Source: an optimization exercise on an open RTL-to-GDS flow (aim: small area). Production flows keep margins and buffers that such runs may drop. RTL that was checked went through simulation tests only; none was proved equivalent to the original. No functional check of the RTL was part of run 1.

$ cat design.v
module calendar_clock (
    input         clk,
    input         rst_n,
    input         tick,
    input         adj_min,
    input         adj_hr,
    input         day_add,
    input         month_add,
    input         year_add,
    input         set_min,
    input         set_hr,
    input         bell_en,
    output [7:0]  hour,
    output [7:0]  minute,
    output [7:0]  second,
    output [7:0]  day,
    output [7:0]  month,
    output [15:0] year,
    output        leap,
    output [2:0]  weekday,
    output        pulse_day,
    output [7:0]  alarm_hr,
    output [7:0]  alarm_min,
    output        alarm,
    output        chime
);
    function [3:0] inc10(input [3:0] u);
        inc10 = {u[3] ^ (u[0] & (u[3] | (u[1] & u[2]))),
                 u[2] ^ (u[0] & u[1]),
                 u[1] ^ (u[0] & ~u[3]),
                 ~u[0]};
    endfunction
    function [2:0] inc6(input [2:0] t);
        inc6 = {t[2] ^ (t[0] & (t[1] | t[2])),
                t[1] ^ (t[0] & ~t[2]),
                ~t[0]};
    endfunction
    function is9(input [3:0] u);
        is9 = u[3] & u[0];
    endfunction
    function is5(input [2:0] t);
        is5 = t[2] & t[0];
    endfunction
    reg [2:0] s_t, m_t, am_t;
    reg [3:0] s_u, m_u, am_u;
    reg [1:0] h_t, ah_t, d_t;
    reg [3:0] h_u, ah_u, d_u;
    reg [3:0] mo;                  
    reg [3:0] y3, y2, y1, y0;      
    wire s59   = is5(s_t) & is9(s_u);
    wire m59   = is5(m_t) & is9(m_u);
    wire h23   = h_t[1] & h_u[1] & h_u[0];
    wire ah23  = ah_t[1] & ah_u[1] & ah_u[0];
    assign pulse_day = h23 & m59 & s59;
    wire feb  = ~mo[3] & ~mo[2] & mo[1] & ~mo[0];
    wire l31  = mo[3] ^ mo[0];
    wire l30  = ~l31 & ~feb;
    wire l29  = feb & leap;
    wire l28  = feb & ~leap;
    wire dt3  = d_t[1] & d_t[0];
    wire dt2  = d_t[1] & ~d_t[0];
    wire day_ge = dt3 ? (~l31 | d_u[0]) : (dt2 & (l29 ? is9(d_u) : l28 & d_u[3]));
    wire day_eq = (l31 & dt3 & d_u[0]) | (l30 & dt3 & ~d_u[0]) |
                  (l29 & dt2 & is9(d_u)) | (l28 & dt2 & d_u[3] & ~d_u[0]);
    wire pulse_month = pulse_day & day_eq;
    wire pulse_year  = pulse_month & mo[3] & mo[2];
    wire y9999 = is9(y3) & is9(y2) & is9(y1) & is9(y0);
    wire en_min = tick & (adj_min | s59);
    wire en_hr  = tick & (adj_hr | (m59 & s59));
    wire en_day = tick & (pulse_day | day_add);
    wire en_mon = tick & (pulse_month | month_add);
    wire en_yr  = tick & (pulse_year | year_add);
    always @(posedge clk or negedge rst_n) begin
        if (!rst_n) begin
            s_t <= 3'd0; s_u <= 4'd0;
            m_t <= 3'd0; m_u <= 4'd0;
            h_t <= 2'd0; h_u <= 4'd0;
            am_t <= 3'd0; am_u <= 4'd0;
            ah_t <= 2'd0; ah_u <= 4'd0;
            d_t <= 2'd1; d_u <= 4'd2;
            mo  <= 4'd12;
            y3 <= 4'd2; y2 <= 4'd0; y1 <= 4'd2; y0 <= 4'd3;
        end else begin
            if (tick) begin
                s_u <= inc10(s_u);
                if (is9(s_u)) s_t <= inc6(s_t);
            end
            if (en_min) begin
                m_u <= inc10(m_u);
                if (is9(m_u)) m_t <= inc6(m_t);
            end
            if (en_hr) begin
                if (h23) begin
                    h_t <= 2'd0; h_u <= 4'd0;
                end else begin
                    h_u <= inc10(h_u);
                    if (is9(h_u)) h_t <= h_t + 2'd1;
                end
            end
            if (tick & set_min) begin
                am_u <= inc10(am_u);
                if (is9(am_u)) am_t <= inc6(am_t);
            end
            if (tick & set_hr) begin
                if (ah23) begin
                    ah_t <= 2'd0; ah_u <= 4'd0;
                end else begin
                    ah_u <= inc10(ah_u);
                    if (is9(ah_u)) ah_t <= ah_t + 2'd1;
                end
            end
            if (en_day) begin
                if (day_ge) begin
                    d_t <= 2'd0; d_u <= 4'd1;
                end else begin
                    d_u <= inc10(d_u);
                    if (is9(d_u)) d_t <= d_t + 2'd1;
                end
            end
            if (en_mon)
                mo <= (mo[3] & mo[2]) ? 4'd1 : mo + 4'd1;
            if (en_yr) begin
                y0 <= y9999 ? 4'd1 : inc10(y0);
                if (is9(y0)) y1 <= inc10(y1);
                if (is9(y0) & is9(y1)) y2 <= inc10(y2);
                if (is9(y0) & is9(y1) & is9(y2)) y3 <= inc10(y3);
            end
        end
    end
    assign second    = {1'b0, s_t, s_u};
    assign minute    = {1'b0, m_t, m_u};
    assign hour      = {2'b0, h_t, h_u};
    assign alarm_min = {1'b0, am_t, am_u};
    assign alarm_hr  = {2'b0, ah_t, ah_u};
    assign day       = {2'b0, d_t, d_u};
    wire mo_ten = mo[3] & (mo[2] | mo[1]);
    assign month     = {3'b0, mo_ten, mo[3] & ~mo_ten, mo[2] & ~mo_ten,
                        mo_ten ? mo[2] : mo[1], mo[0]};
    assign year      = {y3, y2, y1, y0};
    wire k4 = ~y0[0] & (y0[1] ~^ y1[0]);      
    wire j4 = ~y2[0] & (y2[1] ~^ y3[0]);      
    wire kz = (y1 == 4'd0) & (y0 == 4'd0);
    assign leap = k4 & (~kz | j4);
    assign alarm = bell_en & (alarm_hr == hour) & (alarm_min == minute);
    assign chime = m59 & is5(s_t) & s_u[0] & (s_u[3] | (s_u[2] & ~s_u[1]));
    reg [2:0] am;
    always @* begin
        case (mo)
            4'd1:  am = leap ? 3'd5 : 3'd6;
            4'd2:  am = leap ? 3'd1 : 3'd2;
            4'd3:  am = 3'd2;
            4'd4:  am = 3'd5;
            4'd5:  am = 3'd0;
            4'd6:  am = 3'd3;
            4'd7:  am = 3'd5;
            4'd8:  am = 3'd1;
            4'd9:  am = 3'd4;
            4'd10: am = 3'd6;
            4'd11: am = 3'd2;
            default: am = 3'd4;
        endcase
    end
    wire [4:0] k2 = {y1, 1'b0} + {1'b0, y0};       
    wire [4:0] j2 = {y3, 1'b0} + {1'b0, y2};
    wire [7:0] wsum = {6'd0, d_t} * 8'd3 + d_u + am
                    + y1 * 8'd5 + y0 + k2[4:2]
                    + y3 * 8'd3 + y2 * 8'd5 + j2[4:2];
    wire [4:0] f1 = wsum[7:6] + wsum[5:3] + wsum[2:0];
    wire [3:0] f2 = f1[4:3] + f1[2:0];
    wire [2:0] f3 = f2[3] + f2[2:0];
    assign weekday = (f3 == 3'd7) ? 3'd0 : f3;
endmodule
$ cat run.sh
#!/bin/bash
# synth_recipe.tcl (not shown) runs the flow's synth.tcl, then flattens the netlist and writes it again
# the make line also repeats each setting of config.mk as NAME=value (left out here)
make -C /OpenROAD-flow-scripts/flow DESIGN_CONFIG=/design/flow/config.mk WORK_HOME=/design/flow/orfs CLKGATE_MAP_FILE= SYNTH_SCRIPT=/design/flow/synth_recipe.tcl finish
$ cat constraint.sdc
create_clock -name core_clock -period 24.0 [get_ports {clk}]
set_input_delay 4.8000 -clock core_clock [delete_from_list [all_inputs] [get_ports {clk}]]
set_output_delay 4.8000 -clock core_clock [all_outputs]
set_load 0.01 [all_outputs]
$ cat config.mk
export PLATFORM = sky130hd
export DESIGN_NAME = calendar_clock
export DESIGN_NICKNAME = calendar_clock
export VERILOG_FILES = /design/flow/design.v
export SDC_FILE = /design/flow/constraint.sdc
export NUM_CORES = 4
export LEC_CHECK = 0
export ABC_AREA = 1
export CAP_MARGIN = 20
export CORE_MARGIN = 2
export CORE_UTILIZATION = 40
export PLACE_DENSITY = 0.6
export SLEW_MARGIN = 20
==> flow_metrics.env, run 1 <==
export IMPL_ctsHoldBuffers=0
export IMPL_dp_hpwl_um=9450
export IMPL_critical_path_class="reg2out"
export IMPL_critPathLaunchType="register"
export IMPL_fin_ws_ns=9.89
export IMPL_drc=0
export IMPL_synth_cells=644
export IMPL_nets=824
export IMPL_crit_buf_inv=11
export IMPL_post_drt_via_cell_ratio=4.87
export IMPL_synthFlopType="dfrtp_1"
export IMPL_core_sq_mm=0.0131
export IMPL_postSynthAreaPerCell_sq_um=8.31
export IMPL_cp_data_required_time_ns=19.20
export IMPL_die_x_um=120
export IMPL_fin_crit_ns=14.11
export IMPL_arrival_ns=9.31
export IMPL_worst_path_max_delay_cell="dfrtp_1"
export IMPL_synthArstFlopShare_pct=100
export IMPL_grt_max_degree=60
export IMPL_portBuffers=77
export IMPL_synth_top_family_by_area="adder cells"
export IMPL_fin_skew_ns=0.00767
export IMPL_worstSetupEndpointType="output pin"
export IMPL_synth_cell_types=40
export IMPL_cpPeakStageDelay_ns=0.56
export IMPL_globalRouteOverflowTotal=0
export IMPL_cts_tree="yes"
export IMPL_final_area_sq_mm=0.00651
export IMPL_ioPinCount=90
export IMPL_start_util_pct=40.8
export IMPL_die_area_sq_mm=0.0143
export IMPL_fin_cells=904
export IMPL_drt_iter0_drc=237
export IMPL_crit_fanout=11
export IMPL_synth_xor_area_share_pct=7.03
export IMPL_synth_fa_ha_area_share_pct=26.6
export IMPL_n_fill_cell=1276
export IMPL_synth_edf_count=0
export IMPL_whs_ns=0.514
export IMPL_fin_crit_sh_pct=58.8
export IMPL_drv_slew=0
export IMPL_hold_viol_final=0
export IMPL_gp_congestion=0.840
export IMPL_cpMostUsedCell="inv_1"
export IMPL_drtAntennaViolNets=0
export IMPL_path_clk_slew_ns=0.06
export IMPL_synth_warnings=1
export IMPL_rows=42
export IMPL_status="timing/DRC/antenna clean"
export IMPL_clock_sinks=59
export IMPL_first_pass_iters=4
export IMPL_num_vias=4398
export IMPL_ys_seq_area_share_pct=27.8
export IMPL_synth_seq_cells=59
export IMPL_cts_resized=0
export IMPL_tightest_slew_ns=0.775
export IMPL_finalSetupTns_ns=0
export IMPL_place_area_sq_mm=0.00624
export IMPL_clock_latency_ns=0.34
export IMPL_clockBufferDepth=2
export IMPL_synth_compound_area_share_pct=7.92
export IMPL_antenna_found_initial=0
export IMPL_hold_path_class="reg2reg"
export IMPL_dp_cells=888
export IMPL_synth_simple_area_share_pct=18.0
export IMPL_grt_pass1_wl_um=20200
export IMPL_synth_area_sq_mm=0.00535
export IMPL_numCtsBuffers=9
export IMPL_cp_top_family="adder cells"
export IMPL_fmaxAchievable_mhz=70.9
export IMPL_track_usage_pct=17.8
export IMPL_dieHeight_um=120
export IMPL_antennaDiodeCount=0
export IMPL_area_growth_syn_to_layout_pct=21.6
export IMPL_cts_root_buffer="clkbuf_16"
export IMPL_post_route_util_pct=49.6
export IMPL_muxShareOfSynthArea_pct=0
export IMPL_setup_violations=0
export IMPL_pre_cts_slack_ns=10.25
export IMPL_maxCapViolations=0
export IMPL_rsz0062_at_grt="no"
export IMPL_cts_max_level=3
export IMPL_layout_drive_gt1_share_pct=4.95
export IMPL_grt_pass1_vias=4320
export IMPL_slew_headroom_pct=48.4
export IMPL_cts_setup_buffers=0
export IMPL_finalWirelength_um=12000
export IMPL_wl_per_cell_um=13.3
## flip-flops by register name (all words and copies together), names as in the netlist
signal / flops
s_u: 4
d_t: 2
y0: 4
y1: 4
ah_u: 4
s_t: 3
am_u: 4
y3: 4
h_u: 4
m_t: 3
ah_t: 2
am_t: 3
mo: 4
m_u: 4
d_u: 4
h_t: 2
y2: 4
## Yosys cell counts (2+ instances only)
cell type,number,share of area (%)
ha_1,50,12
dfstp_2,8,3.9
buf_6,2,0.42
a21o_1,2,0.28
nand2_1,119,8.3
inv_1,135,9.5
nand3_1,26,2.4
nor2_1,41,2.9
a221oi_1,2,0.33
xnor2_1,15,2.5
xor2_1,28,4.6
nand4_1,15,1.8
nor3_1,6,0.56
fa_1,40,15
nor4_1,4,0.47
o21a_1,2,0.28
o21ai_0,26,2.4
a21oi_1,24,2.2
buf_2,6,0.56
nand3_2,2,0.37
or2_2,2,0.23
a21boi_0,2,0.28
o22ai_1,7,0.82
dfrtp_1,51,24
buf_4,14,2.0
## worst register-to-register path, delay by kind of cell, from the launching register on
family | cells | cell delay [ns]
and+or+nand+nor | 9 | 1.27
DFF | 1 | 0.60
adders and majority gates | 1 | 0.23
## logic make-up after synthesis
kind of cell               Yosys count
adders and majority gates           90
DFF                                 59
xor gates and xnor gates            43
and+or+nand+nor                    220
other                                1
buffers and inverters              159
AOI/OAI and AO/OA                   72
## cell type report
cell class                      count  area (sq um)  share of cell area [%]
Clock inverter                      4          27.5                   0.423
Multi-Input combinational cell    437          3240                    49.7
Clock buffer                       12           246                    3.78
Inverter                          137           514                    7.90
Tap cell                          176           220                    3.38
Timing Repair Buffer               79           781                    12.0
Sequential cell                    59          1490                    22.8
## per-layer routing
| layer | global-route usage [%] | wire length [um] | vias to the layer above |
|---|---|---|---|
| met5 | 0 | 0 | - |
| met4 | 5.15 | 131 | 0 |
| met3 | 4.04 | 411 | 13 |
| met2 | 30.5 | 6030 | 75 |
| met1 | 22.4 | 5430 | 2154 |
| li1 | - | - | 2156 |
## layout by cell type (no fill, tap or decap), types with 2 or more instances in the layout
cell type | netlist | routed
a21boi_0 | 2 | 2
a21o_1 | 2 | 2
a21oi_1 | 24 | 24
a221oi_1 | 2 | 2
buf_4 | 14 | 2
clkbuf_1 | 0 | 2
clkbuf_16 | 0 | 9
clkdlybuf4s50_1 | 0 | 76
clkinvlp_4 | 0 | 3
conb_1 | 1 | 12
dfrtp_1 | 51 | 51
dfstp_2 | 8 | 8
fa_1 | 40 | 40
ha_1 | 50 | 50
inv_1 | 135 | 135
nand2_1 | 119 | 119
nand3_1 | 26 | 26
nand3_2 | 2 | 2
nand4_1 | 15 | 15
nor2_1 | 41 | 41
nor3_1 | 6 | 6
nor4_1 | 4 | 4
o21a_1 | 2 | 2
o21ai_0 | 26 | 26
o22ai_1 | 7 | 7
or2_2 | 2 | 2
xnor2_1 | 15 | 15
xor2_1 | 28 | 28
## path summary, 6_finish.rpt
check / from / cells past startpoint / slack (ns) / endpoint
setup / recovery: y1[0] / 38 / 9.89 / weekday[1]
hold / removal: s_t[1] / 1 / 0.51 / s_t[1]
setup reg to reg: d_t[1] / 10 / 21.79 / y3[0]
hold reg to reg: s_t[1] / 1 / 0.51 / s_t[1]
max in group asynchronous: rst_n / 2 / 18.87 / y3[0]
min in group asynchronous: rst_n / 2 / 4.62 / d_u[0]
==> run 2, diff against run 1 <==
--- a/design.v
+++ b/design.v
@@ -143,30 +143,67 @@
     assign leap = k4 & (~kz | j4);
     assign alarm = bell_en & (alarm_hr == hour) & (alarm_min == minute);
     assign chime = m59 & is5(s_t) & s_u[0] & (s_u[3] | (s_u[2] & ~s_u[1]));
-    reg [2:0] am;
+    weekday_calc U_wd (.dt(d_t), .du(d_u), .mo(mo), .leap(leap),
+                       .y3(y3), .y2(y2), .y1(y1), .y0(y0), .weekday(weekday));
+endmodule
+module weekday_calc (
+    input  [1:0] dt,
+    input  [3:0] du,
+    input  [3:0] mo,
+    input        leap,
+    input  [3:0] y3, y2, y1, y0,
+    output [2:0] weekday
+);
+    wire [2:0] t1 = {du[2], du[1] | (du[3] & du[0]), du[0] ^ du[3]};         
+    wire [2:0] t2 = {dt[1] & ~dt[0], dt[1] | dt[0], dt[0] & ~dt[1]};         
+    wire [2:0] t3 = {y1[1] | (y1[3] & y1[0]), y1[0] ^ y1[3], y1[2]};         
+    reg  [2:0] t4;                                                           
+    always @* begin
+        case ({y1[0], y0})
+            5'd0:  t4 = 3'd0; 5'd1:  t4 = 3'd1; 5'd2:  t4 = 3'd2; 5'd3:  t4 = 3'd3;
+            5'd4:  t4 = 3'd5; 5'd5:  t4 = 3'd6; 5'd6:  t4 = 3'd0; 5'd7:  t4 = 3'd1;
+            5'd8:  t4 = 3'd3; 5'd9:  t4 = 3'd4;
+            5'd16: t4 = 3'd3; 5'd17: t4 = 3'd4; 5'd18: t4 = 3'd6; 5'd19: t4 = 3'd0;
+            5'd20: t4 = 3'd1; 5'd21: t4 = 3'd2; 5'd22: t4 = 3'd4; 5'd23: t4 = 3'd5;
+            5'd24: t4 = 3'd6; 5'd25: t4 = 3'd0;
+            default: t4 = 3'bxxx;
+        endcase
+    end
+    wire [1:0] rj = {y2[1] ^ y3[0], y2[0]};
+    wire [2:0] t6 = {rj[0] & ~rj[1], rj[1] & ~rj[0], rj[0] | rj[1]};         
+    reg  [2:0] t7;
     always @* begin
         case (mo)
-            4'd1:  am = leap ? 3'd5 : 3'd6;
-            4'd2:  am = leap ? 3'd1 : 3'd2;
-            4'd3:  am = 3'd2;
-            4'd4:  am = 3'd5;
-            4'd5:  am = 3'd0;
-            4'd6:  am = 3'd3;
-            4'd7:  am = 3'd5;
-            4'd8:  am = 3'd1;
-            4'd9:  am = 3'd4;
-            4'd10: am = 3'd6;
-            4'd11: am = 3'd2;
-            default: am = 3'd4;
+            4'd1:  t7 = leap ? 3'd5 : 3'd6;
+            4'd2:  t7 = leap ? 3'd1 : 3'd2;
+            4'd3:  t7 = 3'd2;
+            4'd4:  t7 = 3'd5;
+            4'd5:  t7 = 3'd0;
+            4'd6:  t7 = 3'd3;
+            4'd7:  t7 = 3'd5;
+            4'd8:  t7 = 3'd1;
+            4'd9:  t7 = 3'd4;
+            4'd10: t7 = 3'd6;
+            4'd11: t7 = 3'd2;
+            4'd12: t7 = 3'd4;
+            default: t7 = 3'bxxx;
         endcase
     end
-    wire [4:0] k2 = {y1, 1'b0} + {1'b0, y0};       
-    wire [4:0] j2 = {y3, 1'b0} + {1'b0, y2};
-    wire [7:0] wsum = {6'd0, d_t} * 8'd3 + d_u + am
-                    + y1 * 8'd5 + y0 + k2[4:2]
-                    + y3 * 8'd3 + y2 * 8'd5 + j2[4:2];
-    wire [4:0] f1 = wsum[7:6] + wsum[5:3] + wsum[2:0];
-    wire [3:0] f2 = f1[4:3] + f1[2:0];
-    wire [2:0] f3 = f2[3] + f2[2:0];
-    assign weekday = (f3 == 3'd7) ? 3'd0 : f3;
+    function [1:0] fa(input a, input b, input c);    
+        fa = {(a & b) | (a & c) | (b & c), a ^ b ^ c};
+    endfunction
+    wire [1:0] a0 = fa(t1[0], t2[0], t3[0]), b0 = fa(t4[0], t6[0], t7[0]);
+    wire [1:0] a1 = fa(t1[1], t2[1], t3[1]), b1 = fa(t4[1], t6[1], t7[1]);
+    wire [1:0] a2 = fa(t1[2], t2[2], t3[2]), b2 = fa(t4[2], t6[2], t7[2]);
+    wire [1:0] c0 = fa(a0[0], b0[0], a2[1]);
+    wire [1:0] c1 = fa(a1[0], b1[0], a0[1]);
+    wire [1:0] c2 = fa(a2[0], b2[0], a1[1]);
+    wire [1:0] e0 = fa(c0[0], b2[1], c2[1]);
+    wire [1:0] e1 = fa(c1[0], b0[1], c0[1]);
+    wire [1:0] e2 = fa(c2[0], b1[1], c1[1]);
+    wire [2:0] x = {e2[0], e1[0], e0[0]};
+    wire [2:0] y = {e1[1], e0[1], e2[1]};
+    wire [3:0] s = x + y;
+    wire [2:0] r = s[2:0] + s[3];
+    assign weekday = (r == 3'd7) ? 3'd0 : r;
 endmodule
--- a/config.mk
+++ b/config.mk
@@ -9,5 +9,6 @@
 export CAP_MARGIN = 20
 export CORE_MARGIN = 2
 export CORE_UTILIZATION = 40
+export CTS_BUF_LIST = sky130_fd_sc_hd__clkbuf_2 sky130_fd_sc_hd__clkbuf_4
 export PLACE_DENSITY = 0.6
 export SLEW_MARGIN = 20
==> flow_metrics.env, run 2 <==
export IMPL_fin_ws_ns=12.93
export IMPL_portBuffers=77
export IMPL_drc=0
export IMPL_status="timing/DRC/antenna clean"
export IMPL_core_sq_mm=0.0103
export IMPL_num_vias=3727
export IMPL_hold_viol_final=0
export IMPL_antennaDiodeCount=0
export IMPL_cts_tree="yes"
export IMPL_dieHeight_um=107
export IMPL_wl_per_cell_um=13.2
export IMPL_synth_top_cell_area_share_pct=30.3
export IMPL_synth_seq_cells=59
export IMPL_hold_path_startpoint="y3[1]"
export IMPL_drt_iter0_drc=142
export IMPL_cts_root_buffer="clkbuf_4"
export IMPL_final_cell_mix="nand2_1, inv_1, clkdlybuf4s50_1"
export IMPL_worst_path_max_delay_cell="clkdlybuf4s50_1"
export IMPL_die_x_um=107
export IMPL_fin_crit_ns=11.07
export IMPL_setup_violations=0
export IMPL_r2r_slack_ns=21.81
export IMPL_cp_data_required_time_ns=19.20
export IMPL_layout_commonest_cell="nand2_1"
export IMPL_track_usage_pct=18.6
export IMPL_holdPathStages=2
export IMPL_synth_area_leader_cell="dfrtp_1"
export IMPL_antenna_found_initial=0
export IMPL_tightest_slew_ns=0.770
export IMPL_yosysMostFrequentCell="nand2_1"
export IMPL_rows=37
export IMPL_dp_hpwl_um=7490
export IMPL_ys_seq_area_share_pct=35.3
export IMPL_critical_path_class="in2out"
export IMPL_crit_buf_inv=2
export IMPL_hold_path_class="reg2reg"
export IMPL_first_pass_iters=4
export IMPL_synthTopCellsByArea="dfrtp_1, nand2_1, inv_1"
export IMPL_rr_startpoint="y0[0]"
export IMPL_layout_drive_gt1_share_pct=7.88
export IMPL_finalWirelength_um=9980
export IMPL_die_area_sq_mm=0.0113
export IMPL_postSynthAreaPerCell_sq_um=7.83
export IMPL_multiInputGateArea_sq_mm=0.00224
export IMPL_synth_edf_count=0
export IMPL_reg2reg_to="y3[3]"
export IMPL_start_util_pct=40.9
export IMPL_post_drt_via_cell_ratio=4.92
export IMPL_synth_area_sq_mm=0.00421
export IMPL_path_clk_slew_ns=0.11
export IMPL_synth_cell_types=45
export IMPL_critPathLaunchType="input pin"
export IMPL_area_growth_syn_to_layout_pct=23.3
export IMPL_drv_slew=0
export IMPL_place_area_sq_mm=0.00505
export IMPL_rsz0062_at_grt="no"
export IMPL_synthFlopType="dfrtp_1"
export IMPL_nets=662
export IMPL_fmaxAchievable_mhz=90.3
export IMPL_synthTopCellsByCount="nand2_1, inv_1, dfrtp_1"
export IMPL_ctsHoldBuffers=0
export IMPL_grt_pass1_wl_um=16600
export IMPL_finalSetupTns_ns=0
export IMPL_grt_max_degree=60
export IMPL_ioPinCount=90
export IMPL_fin_cells=758
export IMPL_maxCapViolations=0
export IMPL_cp_top_family="buffers and inverters"
export IMPL_slew_headroom_pct=48.7
export IMPL_cpPeakStageDelay_ns=0.53
export IMPL_pre_cts_slack_ns=12.92
export IMPL_synthArstFlopShare_pct=100
export IMPL_clock_sinks=59
export IMPL_final_area_sq_mm=0.00518
export IMPL_arrival_ns=6.27
export IMPL_numCtsBuffers=9
export IMPL_clockBufferDepth=2
export IMPL_worstSetupEndpointType="output pin"
export IMPL_grt_pass1_vias=3614
export IMPL_cp_cell_sequence="clkdlybuf4s50_1, nand2_1, nor4_1, nand2_1, nor2_1, clkdlybuf4s50_1"
export IMPL_cts_resized=0
export IMPL_synth_warnings=2
export IMPL_cts_setup_buffers=0
export IMPL_n_fill_cell=1017
export IMPL_synth_cells=537
export IMPL_clock_latency_ns=0.43
export IMPL_cts_max_level=3
export IMPL_globalRouteOverflowTotal=0
export IMPL_drtAntennaViolNets=0
export IMPL_reg2reg_depth=14
export IMPL_gp_congestion=0.903
export IMPL_regArea_sq_mm=0.00149
export IMPL_fin_skew_ns=0.00783
export IMPL_dp_cells=742
export IMPL_fin_crit_sh_pct=46.1
export IMPL_hold_path_end="y3[1]"
export IMPL_crit_fanout=1
-- run 2: changes by cell type after synthesis, sizes merged, moves of 8 or more --
cell   previous run  this run
nand2           121       113
fa               40        13
ha               50        21
inv             136        98
xnor2            15         7
xor2             28        19
-- run 2: worst max-delay path by stage --
stage | slack [ns] | startpoint | end | cells after the start
detailed placement | 12.92 | bell_en | alarm | 6
global route | 12.84 | bell_en | alarm | 6
global placement | 12.93 | bell_en | alarm | 6
floorplan | 13.89 | bell_en | alarm | 4
finish | 12.93 | bell_en | alarm | 6
CTS | 12.91 | bell_en | alarm | 6
-- run 2: area by class of cell --
class / instances / area share [%]
clock buffers: 9 / 1.30
clock inverters: 7 / 1.33
inverters: 99 / 7.17
multi-input cells: 369 / 43.2
flip-flops and latches: 59 / 28.7
well taps: 136 / 3.28
repair buffers: 79 / 15.1
-- run 2: kinds of logic (layout without fill, tap and decap cells) --
group / Yosys count / count (layout) / share of synthesized area (%)
other: 1 / 12 / 0.0892
DFF: 59 / 59 / 35.3
adders and majority gates: 34 / 34 / 12.4
AOI/OAI and AO/OA: 81 / 81 / 11.0
and+or+nand+nor: 216 / 216 / 23.3
xor gates and xnor gates: 26 / 26 / 5.42
buffers and inverters: 120 / 194 / 12.4
-- run 2: metal layers --
metal / share of wire, % / wire, um / track usage, % / up-vias
met5: 0 / 0 / 0 / -
met4: 2.5 / 251 / 8.53 / 0
met3: 4.5 / 448 / 3.62 / 20
met2: 48 / 4770 / 31.0 / 100
met1: 45 / 4510 / 23.3 / 1751
li1: - / - / - / 1856
-- run 2: per-stage QoR --
stage | utilization, % | hold WS [ns]
2_1_floorplan | - | 0.493
3_3_place_gp | 49.1 | 0.485
3_5_place_dp | 49.1 | 0.495
4_1_cts | 50.5 | 0.514
5_1_grt | 50.5 | 0.539
6_report | 50.5 | 0.511
-- run 2: worst register-to-register path: cells and delay by family (launching register included) --
family                   cells  cell delay (ns)
adder cells (fa/ha/maj)      1             0.24
flip-flops                   1             0.63
buffers and inverters        2             0.15
AND/OR/NAND/NOR             11             1.05
==> run 3, diff against run 2 <==
==> flow/run.sh (new file) <==
#!/bin/bash
# Own flow: the standard synthesis, then the combinational logic between the
# (unchanged) registers is re-mapped by ABC for area, then the standard
# layout, with the port buffers made from the smallest buffer cell.
set -euo pipefail
W=$(pwd)
F=$W/flow
R=$W/orfs/results/$FLOW_PLATFORM/calendar_clock/base
LIB=$FLOW_HOME/platforms/$FLOW_PLATFORM/lib/sky130_fd_sc_hd__tt_025C_1v80.lib
export BUFFER_PORTS_ARGS="-buffer_cell sky130_fd_sc_hd__buf_1"

bash standard.sh synth > $W/standard_synth.log 2>&1

cp $R/1_2_yosys.v $W/synth_standard.v
DU=$(sed -n '/DONT_USE_CELLS/,/^$/p' $FLOW_HOME/platforms/$FLOW_PLATFORM/config.mk | grep -o 'sky130_fd_sc_hd__[a-z0-9_]*' | sed 's/^/-dont_use /' | tr '\n' ' ')
cat > $W/remap.ys <<EOY
read_liberty -ignore_miss_func $LIB
read_verilog $W/synth_standard.v
hierarchy -top $FLOW_TOP
blackbox sky130_fd_sc_hd__df*
flatten
rename -hide w:* i:* o:* %u %d
opt_clean
tee -o $W/remap_stat_before.txt stat -liberty $LIB
abc -liberty $LIB -script $F/remap.abc $DU
opt_clean -purge
hilomap -hicell sky130_fd_sc_hd__conb_1 HI -locell sky130_fd_sc_hd__conb_1 LO
splitnets
opt_clean -purge
hierarchy -top $FLOW_TOP
tee -o $W/remap_stat_after.txt stat -liberty $LIB
write_verilog -noattr -nohex -nodec $W/synth_remap.v
EOY
yosys -s $W/remap.ys > $W/remap.log 2>&1

# Prove the re-mapped netlist equal to the standard one (same registers,
# internal nets hidden); keep the standard netlist if the proof fails.
cat > $W/remap_eq.ys <<EOY
read_liberty -ignore_miss_func $LIB
read_verilog $W/synth_standard.v
rename $FLOW_TOP gold
read_verilog $W/synth_remap.v
rename $FLOW_TOP gate
flatten gold gate
rename -hide gold/w:* gold/i:* gold/o:* %u %d
rename -hide gate/w:* gate/i:* gate/o:* %u %d
opt_clean
async2sync
equiv_make gold gate eq
hierarchy -top eq
equiv_simple -seq 2
equiv_induct -seq 2
equiv_status -assert
EOY
if yosys -s $W/remap_eq.ys > $W/remap_eq.log 2>&1; then
  cp $W/synth_remap.v $R/1_2_yosys.v
  touch $R/1_2_yosys.v
else
  echo "re-mapped netlist not proven equal; keeping the standard netlist" >> $W/remap_eq.log
fi

bash standard.sh > $W/standard_layout.log 2>&1
==> flow/remap.abc (new file) <==
strash
&get -n
&deepsyn -T 30
&put
dch -f
amap
==> standard.sh (new file) <==
#!/bin/bash
# synth_recipe.tcl (not shown) runs the flow's synth.tcl, then flattens the netlist and writes it again
# the make line also repeats each setting of config.mk as NAME=value (left out here)
make -C /OpenROAD-flow-scripts/flow DESIGN_CONFIG=/design/flow/config.mk WORK_HOME=/design/flow/orfs CLKGATE_MAP_FILE= SYNTH_SCRIPT=/design/flow/synth_recipe.tcl "${@:-finish}"
removed: run.sh
==> flow_metrics.env, run 3 <==
export IMPL_place_area_sq_mm=0.00379
export IMPL_nets=560
export IMPL_dp_cells=643
export IMPL_numCtsBuffers=9
export IMPL_rr_startpoint="s_u[0]"
export IMPL_tightest_slew_ns=0.736
export IMPL_antenna_found_initial=0
export IMPL_critPathLaunchType="input pin"
export IMPL_cts_max_level=3
export IMPL_fin_skew_ns=0.0220
export IMPL_core_sq_mm=0.00818
export IMPL_cp_data_required_time_ns=19.20
export IMPL_grt_max_degree=60
export IMPL_start_util_pct=41.2
export IMPL_hold_path_startpoint="s_t[1]"
export IMPL_dieHeight_um=95.7
export IMPL_synth_cells=460
export IMPL_startpoint="bell_en"
export IMPL_rsz0062_at_grt="no"
export IMPL_globalRouteOverflowTotal=0
export IMPL_post_drt_via_cell_ratio=5.05
export IMPL_ctsHoldBuffers=0
export IMPL_grt_pass1_vias=3098
export IMPL_path_clk_slew_ns=0.09
export IMPL_fin_crit_sh_pct=43.9
export IMPL_layout_drive_gt1_share_pct=4.33
export IMPL_drtAntennaViolNets=0
export IMPL_critical_path_class="in2out"
export IMPL_die_x_um=95.7
export IMPL_layout_commonest_cell="nor2_1"
export IMPL_track_usage_pct=19.4
export IMPL_grt_pass1_wl_um=13800
export IMPL_finalSetupTns_ns=0
export IMPL_dp_hpwl_um=6490
export IMPL_final_area_sq_mm=0.00393
export IMPL_clock_sinks=59
export IMPL_synth_area_sq_mm=0.00337
export IMPL_worstSetupEndpointType="output pin"
export IMPL_portBuffers=77
export IMPL_postSynthAreaPerCell_sq_um=7.32
export IMPL_setup_violations=0
export IMPL_drc=0
export IMPL_fin_cells=659
export IMPL_first_pass_iters=5
export IMPL_hold_path_class="reg2reg"
export IMPL_fmaxAchievable_mhz=94.8
export IMPL_status="timing/DRC/antenna clean"
export IMPL_final_cell_mix="nor2_1, buf_1, clkinv_1"
export IMPL_drt_iter0_drc=150
export IMPL_cts_setup_buffers=0
export IMPL_maxCapViolations=0
export IMPL_cts_tree="yes"
export IMPL_synth_warnings=2
export IMPL_cts_resized=0
export IMPL_ioPinCount=90
export IMPL_slew_headroom_pct=50.9
export IMPL_die_area_sq_mm=0.00916
export IMPL_wl_per_cell_um=12.4
export IMPL_num_vias=3328
export IMPL_arrival_ns=5.75
export IMPL_drv_slew=0
export IMPL_area_growth_syn_to_layout_pct=16.7
export IMPL_rows=33
export IMPL_cts_root_buffer="clkbuf_4"
export IMPL_antennaDiodeCount=0
export IMPL_clock_latency_ns=0.39
export IMPL_hold_viol_final=0
export IMPL_gp_congestion=0.819
export IMPL_fin_crit_ns=10.55
export IMPL_clockBufferDepth=2
export IMPL_finalWirelength_um=8150
export IMPL_crit_fanout=1
-- run 3: per-stage QoR --
| stage | utilization [%] | hold WS, ns | setup slack (ns) |
|---|---|---|---|
| floorplan | - | 0.513 | 13.54 |
| global placement | 46.4 | 0.493 | 13.48 |
| detailed placement | 46.4 | 0.504 | 13.45 |
| CTS | 48.0 | 0.521 | 13.45 |
| global route | 48.0 | 0.562 | 13.36 |
| finish | 48.0 | 0.510 | 13.45 |
-- run 3: area by class of cell --
| type | instances | area (sq um) |
|---|---|---|
| fillers | 879 | 4250 |
| multi-input cells | 342 | 1660 |
| flip-flops and latches | 59 | 1490 |
| repair buffers | 78 | 298 |
| inverters | 59 | 221 |
| well taps | 105 | 131 |
| clock buffers | 12 | 90.1 |
| clock inverters | 4 | 42.5 |
-- run 3: worst paths after layout --
kind	to	slack, ns	depth (start not counted)
worst max-delay path	alarm	13.45	5
worst min-delay path	s_t[1]	0.51	1
worst max register to register	y0[0]	20.09	16
worst min register to register	s_t[1]	0.51	1
max in group asynchronous	y0[2]	18.95	2
min in group asynchronous	ah_u[0]	4.55	2
-- run 3: routing by layer --
layer	part of all wire [%]	GRT usage, %
met1	45	24.4
met2	48	33.1
met3	5.3	4.70
met4	0.83	5.60
met5	0	0
-- run 3: worst max-delay path, stage by stage --
cell,delay (ns)
buf_1,0.07
o21ai_0,0.07
or4_1,0.39
nor4_1,0.23
buf_1,0.18
==> run 4, diff against run 3 <==
--- a/design.v
+++ b/design.v
@@ -143,67 +143,30 @@
     assign leap = k4 & (~kz | j4);
     assign alarm = bell_en & (alarm_hr == hour) & (alarm_min == minute);
     assign chime = m59 & is5(s_t) & s_u[0] & (s_u[3] | (s_u[2] & ~s_u[1]));
-    weekday_calc U_wd (.dt(d_t), .du(d_u), .mo(mo), .leap(leap),
-                       .y3(y3), .y2(y2), .y1(y1), .y0(y0), .weekday(weekday));
+    reg [2:0] wd;
+    assign weekday = wd;
+    wire [2:0] dd = ~en_day ? 3'd0 :
+                    ~day_ge ? 3'd1 :
+                    d_t[0] ? {1'b1, ~d_u[0], d_u[0]} : {2'b00, ~d_u[0]};
+    wire y99   = is9(y1) & is9(y0);
+    wire k3    = y0[0] & (y0[1] ^ y1[0]);           
+    wire j3    = y2[0] & (y2[1] ^ y3[0]);           
+    wire leap1 = k3 & (~y99 | j3);
+    wire lnew  = en_yr ? (leap1 & ~y9999) : leap;
+    wire janfeb = ~mo[3] & ~mo[2] & ~(mo[1] & mo[0]);
+    wire dec   = mo[3] & mo[2];
+    wire [1:0] dm = ~en_mon ? 2'd0 :
+                    feb ? {1'b0, lnew} :
+                    dec ? {~lnew, lnew} :
+                    l31 ? 2'd3 : 2'd2;
+    wire [1:0] dy = ~en_yr ? 2'd0 :
+                    y9999 ? 2'd3 :
+                    {janfeb ? leap : leap1, ~(janfeb ? leap : leap1)};
+    wire [4:0] wsum = wd + dd + dm + dy;
+    wire [3:0] wf1  = wsum[4:3] + wsum[2:0];
+    wire [2:0] wf2  = wf1[3] + wf1[2:0];
+    wire [2:0] wd_next = (wf2 == 3'd7) ? 3'd0 : wf2;
+    always @(posedge clk or negedge rst_n)
+        if (!rst_n) wd <= 3'd2;         
+        else        wd <= wd_next;
 endmodule
-module weekday_calc (
-    input  [1:0] dt,
-    input  [3:0] du,
-    input  [3:0] mo,
-    input        leap,
-    input  [3:0] y3, y2, y1, y0,
-    output [2:0] weekday
-);
-    wire [2:0] t1 = {du[2], du[1] | (du[3] & du[0]), du[0] ^ du[3]};         
-    wire [2:0] t2 = {dt[1] & ~dt[0], dt[1] | dt[0], dt[0] & ~dt[1]};         
-    wire [2:0] t3 = {y1[1] | (y1[3] & y1[0]), y1[0] ^ y1[3], y1[2]};         
-    reg  [2:0] t4;                                                           
-    always @* begin
-        case ({y1[0], y0})
-            5'd0:  t4 = 3'd0; 5'd1:  t4 = 3'd1; 5'd2:  t4 = 3'd2; 5'd3:  t4 = 3'd3;
-            5'd4:  t4 = 3'd5; 5'd5:  t4 = 3'd6; 5'd6:  t4 = 3'd0; 5'd7:  t4 = 3'd1;
-            5'd8:  t4 = 3'd3; 5'd9:  t4 = 3'd4;
-            5'd16: t4 = 3'd3; 5'd17: t4 = 3'd4; 5'd18: t4 = 3'd6; 5'd19: t4 = 3'd0;
-            5'd20: t4 = 3'd1; 5'd21: t4 = 3'd2; 5'd22: t4 = 3'd4; 5'd23: t4 = 3'd5;
-            5'd24: t4 = 3'd6; 5'd25: t4 = 3'd0;
-            default: t4 = 3'bxxx;
-        endcase
-    end
-    wire [1:0] rj = {y2[1] ^ y3[0], y2[0]};
-    wire [2:0] t6 = {rj[0] & ~rj[1], rj[1] & ~rj[0], rj[0] | rj[1]};         
-    reg  [2:0] t7;
-    always @* begin
-        case (mo)
-            4'd1:  t7 = leap ? 3'd5 : 3'd6;
-            4'd2:  t7 = leap ? 3'd1 : 3'd2;
-            4'd3:  t7 = 3'd2;
-            4'd4:  t7 = 3'd5;
-            4'd5:  t7 = 3'd0;
-            4'd6:  t7 = 3'd3;
-            4'd7:  t7 = 3'd5;
-            4'd8:  t7 = 3'd1;
-            4'd9:  t7 = 3'd4;
-            4'd10: t7 = 3'd6;
-            4'd11: t7 = 3'd2;
-            4'd12: t7 = 3'd4;
-            default: t7 = 3'bxxx;
-        endcase
-    end
-    function [1:0] fa(input a, input b, input c);    
-        fa = {(a & b) | (a & c) | (b & c), a ^ b ^ c};
-    endfunction
-    wire [1:0] a0 = fa(t1[0], t2[0], t3[0]), b0 = fa(t4[0], t6[0], t7[0]);
-    wire [1:0] a1 = fa(t1[1], t2[1], t3[1]), b1 = fa(t4[1], t6[1], t7[1]);
-    wire [1:0] a2 = fa(t1[2], t2[2], t3[2]), b2 = fa(t4[2], t6[2], t7[2]);
-    wire [1:0] c0 = fa(a0[0], b0[0], a2[1]);
-    wire [1:0] c1 = fa(a1[0], b1[0], a0[1]);
-    wire [1:0] c2 = fa(a2[0], b2[0], a1[1]);
-    wire [1:0] e0 = fa(c0[0], b2[1], c2[1]);
-    wire [1:0] e1 = fa(c1[0], b0[1], c0[1]);
-    wire [1:0] e2 = fa(c2[0], b1[1], c1[1]);
-    wire [2:0] x = {e2[0], e1[0], e0[0]};
-    wire [2:0] y = {e1[1], e0[1], e2[1]};
-    wire [3:0] s = x + y;
-    wire [2:0] r = s[2:0] + s[3];
-    assign weekday = (r == 3'd7) ? 3'd0 : r;
-endmodule
--- a/config.mk
+++ b/config.mk
@@ -10,5 +10,7 @@
 export CORE_MARGIN = 2
 export CORE_UTILIZATION = 40
 export CTS_BUF_LIST = sky130_fd_sc_hd__clkbuf_2 sky130_fd_sc_hd__clkbuf_4
+export CTS_CLUSTER_DIAMETER = 100
+export CTS_CLUSTER_SIZE = 30
 export PLACE_DENSITY = 0.6
 export SLEW_MARGIN = 20
==> flow_metrics.env, run 4 <==
export IMPL_hold_viol_final=0
export IMPL_slew_headroom_pct=47.0
export IMPL_track_usage_pct=18.7
export IMPL_cts_resized=0
export IMPL_grt_pass1_wl_um=12900
export IMPL_clock_sinks=62
export IMPL_first_pass_iters=4
export IMPL_cpMostUsedCell="buf_1"
export IMPL_postSynthAreaPerCell_sq_um=7.75
export IMPL_tightest_slew_ns=0.795
export IMPL_path_clk_slew_ns=0.09
export IMPL_dp_hpwl_um=5820
export IMPL_setup_violations=0
export IMPL_worstSetupEndpointType="output pin"
export IMPL_antenna_found_initial=0
export IMPL_fin_crit_sh_pct=43.8
export IMPL_met2_usage_pct=27.4
export IMPL_num_vias=2991
export IMPL_synth_cells=413
export IMPL_clock_latency_ns=0.38
export IMPL_die_area_sq_mm=0.00874
export IMPL_drv_slew=0
export IMPL_area_growth_syn_to_layout_pct=17.5
export IMPL_portBuffers=77
export IMPL_cp_data_required_time_ns=19.20
export IMPL_use_met3_pct=4.67
export IMPL_crit_buf_inv=2
export IMPL_cp_cell_sequence="buf_1, o21ai_0, or4_1, nor4_1, buf_1"
export IMPL_numCtsBuffers=9
export IMPL_globalRouteOverflowTotal=0
export IMPL_rows=32
export IMPL_finalWirelength_um=7620
export IMPL_drtAntennaViolNets=0
export IMPL_gp_congestion=0.886
export IMPL_synth_area_sq_mm=0.00320
export IMPL_nets=513
export IMPL_cts_tree="yes"
export IMPL_start_util_pct=41.4
export IMPL_synth_warnings=1
export IMPL_cts_setup_buffers=0
export IMPL_post_drt_via_cell_ratio=4.91
export IMPL_antennaDiodeCount=0
export IMPL_ctsHoldBuffers=0
export IMPL_cpPeakStageDelay_ns=0.40
export IMPL_core_sq_mm=0.00773
export IMPL_arrival_ns=5.72
export IMPL_cts_max_level=3
export IMPL_fmaxAchievable_mhz=95.1
export IMPL_post_route_util_pct=48.7
export IMPL_rsz0062_at_grt="no"
export IMPL_fin_skew_ns=0.0164
export IMPL_cts_root_buffer="clkbuf_4"
export IMPL_grt_max_degree=63
export IMPL_final_cell_mix="nor2_1, buf_1, clkinv_1"
export IMPL_layout_drive_gt1_share_pct=5.13
export IMPL_ioPinCount=90
export IMPL_critical_path_class="in2out"
export IMPL_cp_top_family="simple AND/OR/NAND/NOR gates"
export IMPL_layout_commonest_cell="nor2_1"
export IMPL_grt_pass1_vias=2730
export IMPL_maxCapViolations=0
export IMPL_drt_iter0_drc=120
export IMPL_dieHeight_um=93.5
export IMPL_whs_ns=0.507
export IMPL_grt_busiest_layer="met1"
export IMPL_status="timing/DRC/antenna clean"
export IMPL_finalSetupTns_ns=0
export IMPL_crit_fanout=1
export IMPL_wl_per_cell_um=12.5
export IMPL_clockBufferDepth=2
export IMPL_fin_crit_ns=10.52
export IMPL_critPathLaunchType="input pin"
export IMPL_worst_path_max_delay_cell="or4_1"
export IMPL_hold_path_class="reg2reg"
export IMPL_die_x_um=93.5
export IMPL_drc=0
export IMPL_grtUsageMet1_pct=27.4
-- run 4: cell types whose count changed in the layout (fill, tap and decap cells not counted), moves of 3 or more --
cell     delta
nor3_1      -8
nor2_1     -30
a22oi_1     -4
and2_0      -3
o21ai_0     -9
o22ai_1     +4
a21oi_1     +3
o21a_1      +6
a21o_1      -3
nor4_1      +3
-- run 4: tightest hold or removal path, stage by stage (launching register included) --
cell      delay [ns]
dfstp_2         0.39
clkinv_1        0.06
a211oi_1        0.06
-- run 4: path summary, 6_finish.rpt --
path | to | depth (start not counted) | start | slack (ns)
setup reg to reg | wd[1] | 23 | m_t[2] | 19.26
hold / removal | d_t[0] | 2 | d_t[0] | 0.51
hold reg to reg | d_t[0] | 2 | d_t[0] | 0.51
min in group asynchronous | wd[2] | 2 | rst_n | 4.55
max in group asynchronous | mo[1] | 2 | rst_n | 18.89
setup / recovery | alarm | 5 | bell_en | 13.48
-- run 4: stage by stage --
step	setup WS, ns	cell area [sq um]	instances
finish	13.48	3760	609
global route	13.35	3760	609
CTS	13.47	3760	609
detailed placement	13.47	3630	593
floorplan	13.54	3200	413
global placement	13.48	3630	593
-- run 4: per-layer routing --
| layer | vias up | wire length, um |
|---|---|---|
| li1 | 1580 | - |
| met1 | 1343 | 3940 |
| met2 | 64 | 3250 |
| met3 | 4 | 376 |
| met4 | 0 | 55 |
| met5 | - | 0 |
-- run 4: layout make-up --
class / instances / area (sq um)
timing repair buffer: 78 / 298
tap: 102 / 128
multi-input combinational: 289 / 1410
inverter: 62 / 233
clock buffer: 13 / 97.6
clock inverter: 3 / 38.8
sequential: 62 / 1560
fill: 803 / 3960
==> run 5, diff against run 4 <==
--- a/config.mk
+++ b/config.mk
@@ -10,7 +10,5 @@
 export CORE_MARGIN = 2
 export CORE_UTILIZATION = 40
 export CTS_BUF_LIST = sky130_fd_sc_hd__clkbuf_2 sky130_fd_sc_hd__clkbuf_4
-export CTS_CLUSTER_DIAMETER = 100
-export CTS_CLUSTER_SIZE = 30
 export PLACE_DENSITY = 0.6
 export SLEW_MARGIN = 20
==> flow_metrics.env, run 5 <==
export IMPL_nets=513
export IMPL_fin_skew_ns=0.0164
export IMPL_cpPeakStageDelay_ns=0.40
export IMPL_rows=32
export IMPL_tightest_slew_ns=0.795
export IMPL_first_pass_iters=4
export IMPL_grt_pass1_wl_um=12900
export IMPL_globalRouteOverflowTotal=0
export IMPL_layout_drive_gt1_share_pct=5.13
export IMPL_core_sq_mm=0.00773
export IMPL_postSynthAreaPerCell_sq_um=7.75
export IMPL_antenna_found_initial=0
export IMPL_start_util_pct=41.4
export IMPL_maxCapViolations=0
export IMPL_cts_tree="yes"
export IMPL_hold_viol_final=0
export IMPL_portBuffers=77
export IMPL_drv_slew=0
export IMPL_critPathLaunchType="input pin"
export IMPL_fin_ws_ns=13.48
export IMPL_clockBufferDepth=2
export IMPL_dieHeight_um=93.5
export IMPL_cts_root_buffer="clkbuf_4"
export IMPL_slew_headroom_pct=47.0
export IMPL_worst_path_max_delay_cell="or4_1"
export IMPL_final_cell_mix="nor2_1, buf_1, clkinv_1"
export IMPL_path_clk_slew_ns=0.09
export IMPL_drtAntennaViolNets=0
export IMPL_num_vias=2991
export IMPL_dp_cells=593
export IMPL_fin_cells=609
export IMPL_clock_sinks=62
export IMPL_pre_cts_slack_ns=13.47
export IMPL_crit_buf_inv=2
export IMPL_grt_max_degree=63
export IMPL_post_drt_via_cell_ratio=4.91
export IMPL_crit_fanout=1
export IMPL_area_growth_syn_to_layout_pct=17.5
export IMPL_arrival_ns=5.72
export IMPL_status="timing/DRC/antenna clean"
export IMPL_cp_cell_sequence="buf_1, o21ai_0, or4_1, nor4_1, buf_1"
export IMPL_ctsHoldBuffers=0
export IMPL_grt_pass1_vias=2730
export IMPL_gp_congestion=0.886
export IMPL_finalSetupTns_ns=0
export IMPL_die_x_um=93.5
export IMPL_fin_crit_ns=10.52
export IMPL_drc=0
export IMPL_critical_path_class="in2out"
export IMPL_worstSetupEndpointType="output pin"
export IMPL_drt_iter0_drc=120
export IMPL_synth_area_sq_mm=0.00320
export IMPL_hold_path_class="reg2reg"
export IMPL_ioPinCount=90
export IMPL_finalWirelength_um=7620
export IMPL_cpMostUsedCell="buf_1"
export IMPL_die_area_sq_mm=0.00874
export IMPL_cts_max_level=3
export IMPL_clock_latency_ns=0.38
export IMPL_rsz0062_at_grt="no"
export IMPL_cts_resized=0
export IMPL_track_usage_pct=18.7
export IMPL_cts_setup_buffers=0
export IMPL_setup_violations=0
export IMPL_layout_commonest_cell="nor2_1"
export IMPL_synth_cells=413
export IMPL_wl_per_cell_um=12.5
export IMPL_dp_hpwl_um=5820
export IMPL_numCtsBuffers=9
export IMPL_fin_crit_sh_pct=43.8
export IMPL_synth_warnings=1
export IMPL_cp_top_family="simple AND/OR/NAND/NOR gates"
export IMPL_post_route_util_pct=48.7
export IMPL_antennaDiodeCount=0
export IMPL_fmaxAchievable_mhz=95.1
export IMPL_cp_data_required_time_ns=19.20
## run 5: tightest hold or removal path, cell delays in order (launching register included)
cell and delay, ns:
dfstp_2 0.39, clkinv_1 0.06, a211oi_1 0.06
## run 5: cell type report
| cell class | count | area (sq um) |
|---|---|---|
| Fill cell | 803 | 3960 |
| Clock inverter | 3 | 38.8 |
| Timing Repair Buffer | 78 | 298 |
| Multi-Input combinational cell | 289 | 1410 |
| Sequential cell | 62 | 1560 |
| Inverter | 62 | 233 |
| Clock buffer | 13 | 97.6 |
| Tap cell | 102 | 128 |
## run 5: per-stage QoR
step | hold slack [ns] | cell area [sq um]
floorplan | 0.496 | 3200
finish | 0.507 | 3760
detailed placement | 0.492 | 3630
CTS | 0.508 | 3760
global route | 0.532 | 3760
global placement | 0.494 | 3630
## run 5: layer usage
| layer | vias to the layer above | global-route usage, % | share of wire [%] |
|---|---|---|---|
| met5 | - | 0 | 0 |
| met4 | 0 | 5.51 | 0.72 |
| met3 | 4 | 4.67 | 4.9 |
| met2 | 64 | 27.4 | 43 |
| met1 | 1343 | 27.4 | 52 |
| li1 | 1580 | - | - |
## run 5: worst paths after layout
path                       endpoint     from  cells past startpoint  slack, ns
setup / recovery              alarm  bell_en                      5      13.48
hold / removal               d_t[0]   d_t[0]                      2       0.51
setup reg to reg              wd[1]   m_t[2]                     23      19.26
max in group asynchronous     mo[1]    rst_n                      2      18.89
hold reg to reg              d_t[0]   d_t[0]                      2       0.51
min in group asynchronous     wd[2]    rst_n                      2       4.55
==> run 6, diff against run 5 <==
--- a/config.mk
+++ b/config.mk
@@ -9,6 +9,8 @@
 export CAP_MARGIN = 20
 export CORE_MARGIN = 2
 export CORE_UTILIZATION = 40
-export CTS_BUF_LIST = sky130_fd_sc_hd__clkbuf_2 sky130_fd_sc_hd__clkbuf_4
+export CTS_BUF_LIST = sky130_fd_sc_hd__clkbuf_4 sky130_fd_sc_hd__clkbuf_8
+export CTS_CLUSTER_DIAMETER = 300
+export CTS_CLUSTER_SIZE = 64
 export PLACE_DENSITY = 0.6
 export SLEW_MARGIN = 20
==> flow_metrics.env, run 6 <==
export IMPL_critPathLaunchType="input pin"
export IMPL_whs_ns=0.502
export IMPL_post_route_util_pct=49.6
export IMPL_fin_crit_sh_pct=43.8
export IMPL_grt_pass1_vias=2734
export IMPL_area_growth_syn_to_layout_pct=19.6
export IMPL_cts_resized=0
export IMPL_final_area_sq_mm=0.00383
export IMPL_slew_headroom_pct=46.8
export IMPL_maxCapViolations=0
export IMPL_synth_area_sq_mm=0.00320
export IMPL_hold_viol_final=0
export IMPL_worst_path_max_delay_cell="or4_1"
export IMPL_synth_cells=413
export IMPL_final_cell_mix="nor2_1, buf_1, clkinv_1"
export IMPL_rows=32
export IMPL_drtAntennaViolNets=0
export IMPL_layout_drive_gt1_share_pct=5.33
export IMPL_drc=0
export IMPL_clockBufferDepth=2
export IMPL_clock_latency_ns=0.34
export IMPL_startpoint="bell_en"
export IMPL_portBuffers=77
export IMPL_met3_length_um=447
export IMPL_die_area_sq_mm=0.00874
export IMPL_first_pass_iters=4
export IMPL_cpPeakStageDelay_ns=0.40
export IMPL_numCtsBuffers=9
export IMPL_setup_violations=0
export IMPL_synth_warnings=1
export IMPL_cp_top_family="simple AND/OR/NAND/NOR gates"
export IMPL_post_drt_via_cell_ratio=4.94
export IMPL_arrival_ns=5.72
export IMPL_worstSetupEndpointType="output pin"
export IMPL_rsz0062_at_grt="no"
export IMPL_critical_path_class="in2out"
export IMPL_hold_path_class="reg2reg"
export IMPL_rr_startpoint="m_t[2]"
export IMPL_antennaDiodeCount=0
export IMPL_fin_crit_ns=10.52
export IMPL_layout_commonest_cell="nor2_1"
export IMPL_ioPinCount=90
export IMPL_cts_root_buffer="clkbuf_8"
export IMPL_globalRouteOverflowTotal=0
export IMPL_met1Wirelength_um=3870
export IMPL_status="timing/DRC/antenna clean"
export IMPL_wl_per_cell_um=12.7
export IMPL_grt_max_degree=63
export IMPL_place_area_sq_mm=0.00363
export IMPL_grt_pass1_wl_um=13000
export IMPL_fmaxAchievable_mhz=95.0
export IMPL_dieHeight_um=93.5
export IMPL_cts_max_level=3
export IMPL_clock_sinks=62
export IMPL_cts_setup_buffers=0
export IMPL_drt_iter0_drc=121
export IMPL_die_x_um=93.5
export IMPL_cpMostUsedCell="buf_1"
export IMPL_crit_fanout=1
export IMPL_nets=513
export IMPL_drv_slew=0
export IMPL_postSynthAreaPerCell_sq_um=7.75
export IMPL_met2_length_um=3270
export IMPL_cp_data_required_time_ns=19.20
export IMPL_cts_tree="yes"
export IMPL_num_vias=3006
export IMPL_finalWirelength_um=7710
export IMPL_start_util_pct=41.4
export IMPL_finalSetupTns_ns=0
export IMPL_antenna_found_initial=0
export IMPL_crit_buf_inv=2
export IMPL_track_usage_pct=19.0
export IMPL_ctsHoldBuffers=0
export IMPL_core_sq_mm=0.00773
export IMPL_cp_cell_sequence="buf_1, o21ai_0, or4_1, nor4_1, buf_1"
export IMPL_gp_congestion=0.886
export IMPL_hold_path_startpoint="d_t[0]"
export IMPL_tightest_slew_ns=0.798
export IMPL_top_layer="met4"
export IMPL_dp_hpwl_um=5820
export IMPL_path_clk_slew_ns=0.06
export IMPL_fin_skew_ns=0.00841
[run 6: final timing paths]
kind	end	slack, ns	cells past startpoint
min reg2reg	d_t[0]	0.50	2
max in group asynchronous	mo[1]	18.84	2
max	alarm	13.48	5
min in group asynchronous	wd[2]	4.61	2
min	d_t[0]	0.50	2
max reg2reg	wd[1]	19.28	23
[run 6: metrics by stage]
| stage | setup WS [ns] | cells |
|---|---|---|
| after floorplan | 13.54 | 413 |
| after global placement | 13.48 | 593 |
| after detailed placement | 13.47 | 593 |
| after CTS | 13.47 | 609 |
| after global routing | 13.35 | 609 |
| final | 13.48 | 609 |
[run 6: metal layers]
metal  up-vias  GRT usage [%]
met2        70           27.7
met1      1352           27.4
met5         -              0
li1       1575              -
met4         0           6.99
met3         9           4.67
[run 6: area by class of cell]
type,count,area [sq um]
sequential,62,1560
multi-input combinational,289,1410
clock inverter,2,35.0
clock buffer,14,168
timing repair buffer,78,298
fill,796,3900
tap,102,128
inverter,62,233
[run 6: worst register-to-register path, stage by stage, from the launching register on]
cell and delay (ns):
dfrtp_1 0.35, clkinv_1 0.15, nor4_1 0.28, nand4_1 0.20, nor2_1 0.23, nor4b_1 0.56
o21a_1 0.23, a21oi_1 0.08, nor2_1 0.24, o21a_1 0.17, nor2_1 0.05, or3_1 0.39
o21ai_0 0.28, o22ai_1 0.18, nand2_1 0.11, clkinv_1 0.06, o22ai_1 0.22, o22ai_1 0.15
nor2_1 0.17, clkinv_1 0.10, nand2_1 0.09, nor2_1 0.04, a21oi_1 0.18, o21a_1 0.15

-- static timing again, ports no longer ideal --
In the flow no input, the clock included, has a driving cell. The finished layouts below were timed again as built, in two steps. Step 1 sets driving cells, clkbuf_16 on the clock port and buf_2 on the other inputs (assumed; they add their load-dependent delay and slew). Step 2, shift: input delay + t, output delay - t, t = (earliest + latest rising clock arrival at the registers) / 2. This alone moves slack from input paths to output paths. a / b / c = ideal ports / drivers / drivers and shift; a / b = the first two.
| run | t (ns) | slack for setup (ns) | cell pins on the clock port's net |
|---|---|---|---|
| run 1 | 0.371 | 9.890 / 9.853 / 10.224 | 1 |
| run 2 | 0.454 | 12.927 / 12.901 / 12.901 | 1 |
| run 3 | 0.407 | 13.454 / 13.433 / 13.433 | 1 |
| run 4 | 0.401 | 13.480 / 13.457 / 13.457 | 1 |
| run 5 | 0.401 | 13.480 / 13.457 / 13.457 | 1 |
| run 6 | 0.361 | 13.478 / 13.455 / 13.455 | 1 |
After both steps every run listed still meets setup and hold. The setup slack of run 2, which loses most, moves by -0.026 ns with the drivers and by -0.026 ns with both steps.
